From an optimization exercise on the open Yosys and OpenROAD flow, aimed at small area; shortcuts taken in it are not production practice.
At most, simulation tests tie the RTL to the original design; equivalence was not proved.
Power figures rest on the tool's default switching activity, not on a simulated workload.

## sierra
==> flow/design.v (excerpt) <==
module Finale
	(	CLOCK_50,
		resetn,
		SW_colour,
		ps2_key_data,
		ps2_key_pressed,
		vga_x,
		vga_y,
		vga_colour,
		vga_plot,
		HEX0, HEX1, HEX2, HEX3, HEX4, HEX5
	);
For scale: ~1100 cells after synthesis, roughly 75 I/O pins, about 8400 µm² of cells after synthesis.
clock: 12.0 ns
lec_check: 0
abc_area: 1
cap_margin: 20
core_margin: 2
core_utilization: 40
cts_buf_list: sky130_fd_sc_hd__clkbuf_8
cts_cluster_diameter: 100
cts_cluster_size: 30
slew_margin: 20
standard.sh (not shown) runs the stock make flow with config.mk's settings and CLKGATE_MAP_FILE= SYNTH_SCRIPT=/design/flow/synth_recipe.tcl, a recipe that flattens the netlist after the stock synthesis.
==> flow/flow/run.sh <==
#!/bin/bash
# Layout flow: the standard synthesis, then an area-oriented re-mapping of the
# combinational logic (registers kept as they are, by name and cell), a check that the
# re-mapped netlist is equivalent to the standard one, then the standard layout.
set -euo pipefail
W=$(pwd)
R=$W/orfs/results/$FLOW_PLATFORM/Finale/base
LIB=$FLOW_HOME/platforms/$FLOW_PLATFORM/lib/sky130_fd_sc_hd__tt_025C_1v80.lib
YOSYS=$(command -v yosys || echo $FLOW_HOME/../tools/install/yosys/bin/yosys)

bash standard.sh synth > $W/flow_synth.log 2>&1

cp $R/1_2_yosys.v $W/std_netlist.v
sed -e "s#@LIB@#$LIB#g" -e "s#@IN@#$W/std_netlist.v#g" -e "s#@OUT@#$W/resyn_netlist.v#g" \
    -e "s#@SCRIPT@#$W/flow/resyn.abc#g" $W/flow/resyn.ys > $W/resyn.ys
sed -e "s#@LIB@#$LIB#g" -e "s#@GOLD@#$W/std_netlist.v#g" -e "s#@GATE@#$W/resyn_netlist.v#g" \
    $W/flow/equiv.ys > $W/equiv.ys
if $YOSYS -s $W/resyn.ys > $W/flow_resyn.log 2>&1 && $YOSYS -s $W/equiv.ys > $W/flow_equiv.log 2>&1; then
    cp $W/resyn_netlist.v $R/1_2_yosys.v
    echo "using the re-mapped netlist" > $W/flow_choice.log
else
    echo "re-mapping failed or not proven equivalent: using the standard netlist" > $W/flow_choice.log
fi
rm -f $R/1_synth.odb $R/1_synth.sdc
touch $R/1_2_yosys.v $R/1_2_yosys.sdc

# clock tree options (without dummy loads), read from flow/cts_args.txt
CTS_ARGS=$(cat $W/flow/cts_args.txt)
export CTS_ARGS
BUFFER_PORTS_ARGS="-buffer_cell sky130_fd_sc_hd__buf_1" bash standard.sh finish > $W/flow_layout.log 2>&1
Other scripts of this flow, unchanged in this note and not shown: flow/flow/cts_args.txt, flow/flow/equiv.ys, flow/flow/resyn.abc, flow/flow/resyn.ys
Input-level comparison between zinc and sierra:
diff --git a/flow/design.v b/flow/design.v
--- a/flow/design.v
+++ b/flow/design.v
@@ -100,18 +100,29 @@
 	wire restart0 = st_stop & ~gm;
 	wire restart1 = (st == S_STOP1);
 	wire rst_r = ~resetn | restart0;
 	wire shift_en = (st == S_SHIFT1) | (st == S_SHIFT2);
 	wire rnd = (st == S_RANDOM) | (st == S_UNSTOP);
 	wire qop = shift_en | rnd;
 	wire qkill = shift_en & ~gm & ~rst_r;
 	reg [121:0] dead;
 	reg [6:0] p8;
+	function [6:0] lfs(input integer n);
+		integer i;
+		reg [6:0] v;
+		begin
+			v = 7'd1;
+			for (i = 0; i < n; i = i + 1)
+				v = {v[5:0], v[6] ^ v[5]};
+			lfs = v;
+		end
+	endfunction
+	localparam [6:0] P8_0 = lfs(0), P8_8 = lfs(8), P8_LAST = lfs(121);
 	reg [7:0] W;
 	wire [7:0] plo;
 	wire [15:0] phi;
 	wire [15:0] khi;
 	genvar g;
 	generate
 		for (g = 0; g < 8; g = g + 1) begin : glo
 			assign plo[g] = (p8[2:0] == g);
 		end
@@ -120,31 +131,34 @@
 			assign khi[g] = phi[g] & qkill;
 		end
 	endgenerate
 	wire [121:0] E = QINIT & ~dead;
 	reg enew;
 	integer j, k;
 	always @(*) begin
 		enew = 1'b0;
 		for (j = 0; j < 122; j = j + 1)
-			if (QINIT[j]) enew = enew | (E[j] & phi[j >> 3] & plo[j & 7]);
+			if (QINIT[j]) begin
+				k = lfs(j);
+				enew = enew | (E[j] & phi[k >> 3] & plo[k & 7]);
+			end
 	end
 	always @(posedge CLOCK_50) begin
 		if (rst_r) begin
-			p8 <= 7'd8;
+			p8 <= P8_8;
 			W <= QINIT[7:0];
 		end else if (qop) begin
-			p8 <= (p8 == 7'd121) ? 7'd0 : p8 + 7'd1;
+			p8 <= (p8 == P8_LAST) ? P8_0 : {p8[5:0], p8[6] ^ p8[5]};
 			W <= {enew, W[7:1]};
 		end
 		for (j = 0; j < 122; j = j + 1)
 			if (QINIT[j]) begin
-				k = (j + 8) % 122;
+				k = lfs((j + 8) % 122);
 				dead[j] <= (~rst_r & dead[j]) | (khi[k >> 3] & plo[k & 7]);
 			end
 	end
 	wire qzero = (E == 122'd0);
 	wire c990 = &{cy[4:1], cx[4:0]};			 
 	wire c350 = vseg ? &{cx[3], cx[1], cy[4:0]} : &{cy[3], cy[1], cx[4:0]};	 
 	wire c672 = &{cy[1], cx[7], cx[5], cx[0]};	 
 	wire c15487 = &{cy[6:3], cy[0]};			 
 	wire c30880 = &{cy[6:3], cx[7], cx[5], cx[0]};	 
Findings:
- zinc completed every stage of the flow, and the final layout passed the timing, design-rule and antenna checks.
- [compare] base=sierra new=zinc: final-report hold violation count flat; final worst setup slack +35 ps; worst hold slack rose 14 ps; count of inserted tapcells -5; layout overhead on the synthesized area level.
- On first-pass GRT wire length, zinc and sierra are basically level.
- [zinc] largest net degree at the start of global routing fell about 1.5% relative to sierra
- Diff zinc..sierra | final number of max-transition violations | negligible
- Compared to sierra, zinc leaves less free space in the core.
- Relative to sierra, the global-route usage of zinc is higher by 0.20 points.
For sierra, only the layout was checked, not whether the RTL still works.

---

Setup of alpha:
Finale, a different RTL version from the one above (not shown whole).
Size: about 1100 cells after synthesis, ~75 I/O pins, about 8600 um^2 of cells after synthesis.
clock: 12.0 ns
lec_check: 0
abc_area: 1
cap_margin: 20
core_margin: 2
core_utilization: 40
cts_buf_list: sky130_fd_sc_hd__clkbuf_8
cts_cluster_diameter: 60
cts_cluster_size: 16
slew_margin: 20
==> flow/flow/run.sh <==
#!/bin/bash
# Layout flow: the standard synthesis, then an area-oriented re-mapping of the
# combinational logic (registers kept as they are, by name and cell), a check that the
# re-mapped netlist is equivalent to the standard one, then the standard layout.
set -euo pipefail
W=$(pwd)
R=$W/orfs/results/$FLOW_PLATFORM/Finale/base
LIB=$FLOW_HOME/platforms/$FLOW_PLATFORM/lib/sky130_fd_sc_hd__tt_025C_1v80.lib
YOSYS=$(command -v yosys || echo $FLOW_HOME/../tools/install/yosys/bin/yosys)

bash standard.sh synth > $W/flow_synth.log 2>&1

cp $R/1_2_yosys.v $W/std_netlist.v
sed -e "s#@LIB@#$LIB#g" -e "s#@IN@#$W/std_netlist.v#g" -e "s#@OUT@#$W/resyn_netlist.v#g" \
    -e "s#@SCRIPT@#$W/flow/resyn.abc#g" $W/flow/resyn.ys > $W/resyn.ys
sed -e "s#@LIB@#$LIB#g" -e "s#@GOLD@#$W/std_netlist.v#g" -e "s#@GATE@#$W/resyn_netlist.v#g" \
    $W/flow/equiv.ys > $W/equiv.ys
if $YOSYS -s $W/resyn.ys > $W/flow_resyn.log 2>&1 && $YOSYS -s $W/equiv.ys > $W/flow_equiv.log 2>&1; then
    cp $W/resyn_netlist.v $R/1_2_yosys.v
    echo "using the re-mapped netlist" > $W/flow_choice.log
else
    echo "re-mapping failed or not proven equivalent: using the standard netlist" > $W/flow_choice.log
fi
rm -f $R/1_synth.odb $R/1_synth.sdc
touch $R/1_2_yosys.v $R/1_2_yosys.sdc

BUFFER_PORTS_ARGS="-buffer_cell sky130_fd_sc_hd__buf_1" bash standard.sh finish > $W/flow_layout.log 2>&1
Other scripts of this flow, unchanged in this note and not shown: flow/flow/equiv.ys, flow/flow/resyn.abc, flow/flow/resyn.ys
Changes in beta relative to alpha:
--- a/flow/design.v
+++ b/flow/design.v
@@ -300,22 +300,20 @@
 			3'd4: begin segx = 8'd25; segy = 7'd60; end
 			3'd5: begin segx = 8'd25; segy = 7'd30; end
 			default: begin segx = 8'd25; segy = 7'd55; end
 		endcase
 		case (dd)
 			2'd0: segx = segx;
 			2'd1: segx = segx + 8'd40;
 			default: segx = segx + 8'd80;
 		endcase
 	end
-	wire [7:0] lx = (lk == 2'd1) ? tilex : (lk == 2'd2) ? 8'd105 : 8'd0;
-	wire [6:0] ly = (lk == 2'd1) ? 7'd89 : (lk == 2'd2) ? 7'd55 : 7'd0;
 	always @(posedge CLOCK_50) begin
 		if (rst_r) begin
 			correct <= 1'b0;
 			donecheck <= 1'b0;
 		end
 		else if (st == S_CHECK) begin
 			correct <= ~kc[2] & (kc[1:0] == W[1:0]);
 			donecheck <= 1'b1;
 		end
 	end
@@ -380,40 +378,40 @@
 	wire draw_red = (st == S_DRAWRED);
 	wire segdraw = (st == S_SEGDRAW);
 	wire vert = segdraw & ((ss == 3'd1) | (ss == 3'd2) | (ss == 3'd4) | (ss == 3'd5));
 	wire progdraw = (st == S_PROGDRAW);
 	wire clr = (st == S_CLEAR) | (st == S_GREEN);
 	wire clrred = (st == S_CLEARRED);
 	wire drawing = draw_box | draw_red | segdraw | progdraw | clrred | clr;
 	wire act = drawing & resetn;
 	wire left = clrred | ((st == S_CLEAR) & fc);		 
 	wire sel_tile = draw_box | draw_red | ((st == S_GREEN) & fc) | (left & (lk == 2'd1));
-	wire sel_105 = left & (lk == 2'd2);
+	wire sel_seg = segdraw | (left & (lk == 2'd2));
 	wire sel_17 = clr & ~fc;
 	reg [7:0] bx;
 	reg [6:0] by;
 	always @(*) begin
 		bx = 8'd0;
 		if (sel_tile) bx = tilex;
-		if (segdraw) bx = segx;
-		if (sel_105) bx = 8'd105;
+		if (sel_seg) bx = segx;
 		if (sel_17) bx = 8'd17;
 		by = 7'd0;
-		if (draw_box | draw_red) by = tiley;
-		if (segdraw) by = segy;
+		if (draw_box | draw_red | (clrred & (lk == 2'd1))) by = tiley;
+		if (segdraw | (clrred & (lk == 2'd2))) by = segy;
 		if (progdraw) by = {ry, 1'b1};
-		if (clrred) by = ly;
 	end
 	wire [7:0] ax = vert ? {1'b0, cy} : cx;
 	wire [6:0] ay = vert ? cx[6:0] : cy;
-	assign vga_x = (resetn ? bx : 8'd0) + (act ? ax : 8'd0);
-	assign vga_y = (resetn ? by : 7'd0) + (act ? ay : 7'd0);
+	wire [7:0] sx = bx + ax;
+	wire [6:0] sy = by + ay;
+	assign vga_x = act ? sx : 8'd0;
+	assign vga_y = act ? sy : 7'd0;
 	assign vga_plot = drawing;
 	wire cgreen = (progdraw & ~gm) | (st == S_GREEN);
 	wire cred = (progdraw & gm) | draw_red | clrred;
 	assign vga_colour = cgreen ? 3'b010 : clr ? 3'b111 : cred ? 3'b100 : (draw_box | draw_red | segdraw) ? SW_colour : 3'b000;
 	seg7d display0(tmr[3:0], HEX0);
 	seg7d display1(tmr[7:4], HEX1);
 	seg7d display2(tmr[11:8], HEX2);
 	seg7a display3(score[3:0], HEX3);
 	seg7d display4(score[7:4], HEX4);
 	seg7d display5(score[11:8], HEX5);
Notes after the runs:
Diff alpha -> beta: highest clock rate +about 0.8%, depth of the worst hold-timing path saw a decrease. Delta (beta minus alpha): share of the clock period used by the worst path decreased by 0.50 points relative to the old numbers, maximum number of pins on one net before global-route repair climbed 1. Area of the mapped netlist of beta falls short of that of alpha slightly. Diff beta..alpha | maximum number of buffers from clock root to sink | unchanged. Lower switching part of the total power goes to beta over alpha. Per the comparison of beta with alpha, overall track demand over capacity in global routing shows a reduction of 0.34 points, combinational power shows an increase of about 23%, total detailed-routing wirelength shows a reduction of 190 um. beta vs alpha, share of cell area taken by multi-input logic gates went down by 0.81 points. beta: hold slack higher than alpha. Final cell area: beta below alpha.

## separate check: timing with driven ports
The results above use ideal ports. As a check the final layouts listed here were re-extracted and re-timed, cells and wires unchanged.
Step 1: set_driving_cell puts a clkbuf_16 on CLOCK_50 and a buf_2 on each other input, an assumption about the parent block.
Step 2 moves the port delays by t, midway between the first and last clock arrival at a register: inputs arrive t later, outputs are due t later. That takes back most of the time a late clock gives input paths.
Slacks: ideal ports / drivers / drivers and shift; pairs: ideal ports / drivers.
run | t, ns | slack for setup (ns) | worst setup path at the end | latest minus earliest clock arrival (ns) | pins driven straight from the clock port
sierra | 0.494 | 4.418 / 4.378 / 4.872 | register to output | 0.036 / 0.036 | 1
zinc | 0.489 | 4.452 / 4.409 / 4.898 | register to output | 0.058 / 0.058 | 1
alpha | 0.498 | 4.141 / 4.119 / 4.119 | input to output | 0.019 / 0.020 | 1
beta | 0.496 | 4.201 / 4.162 / 4.658 | register to output | 0.019 / 0.019 | 1
After both steps setup and hold are still met in every run listed. The setup slack of alpha, which loses most, moves by -0.022 ns with the drivers and by -0.022 ns with both steps.
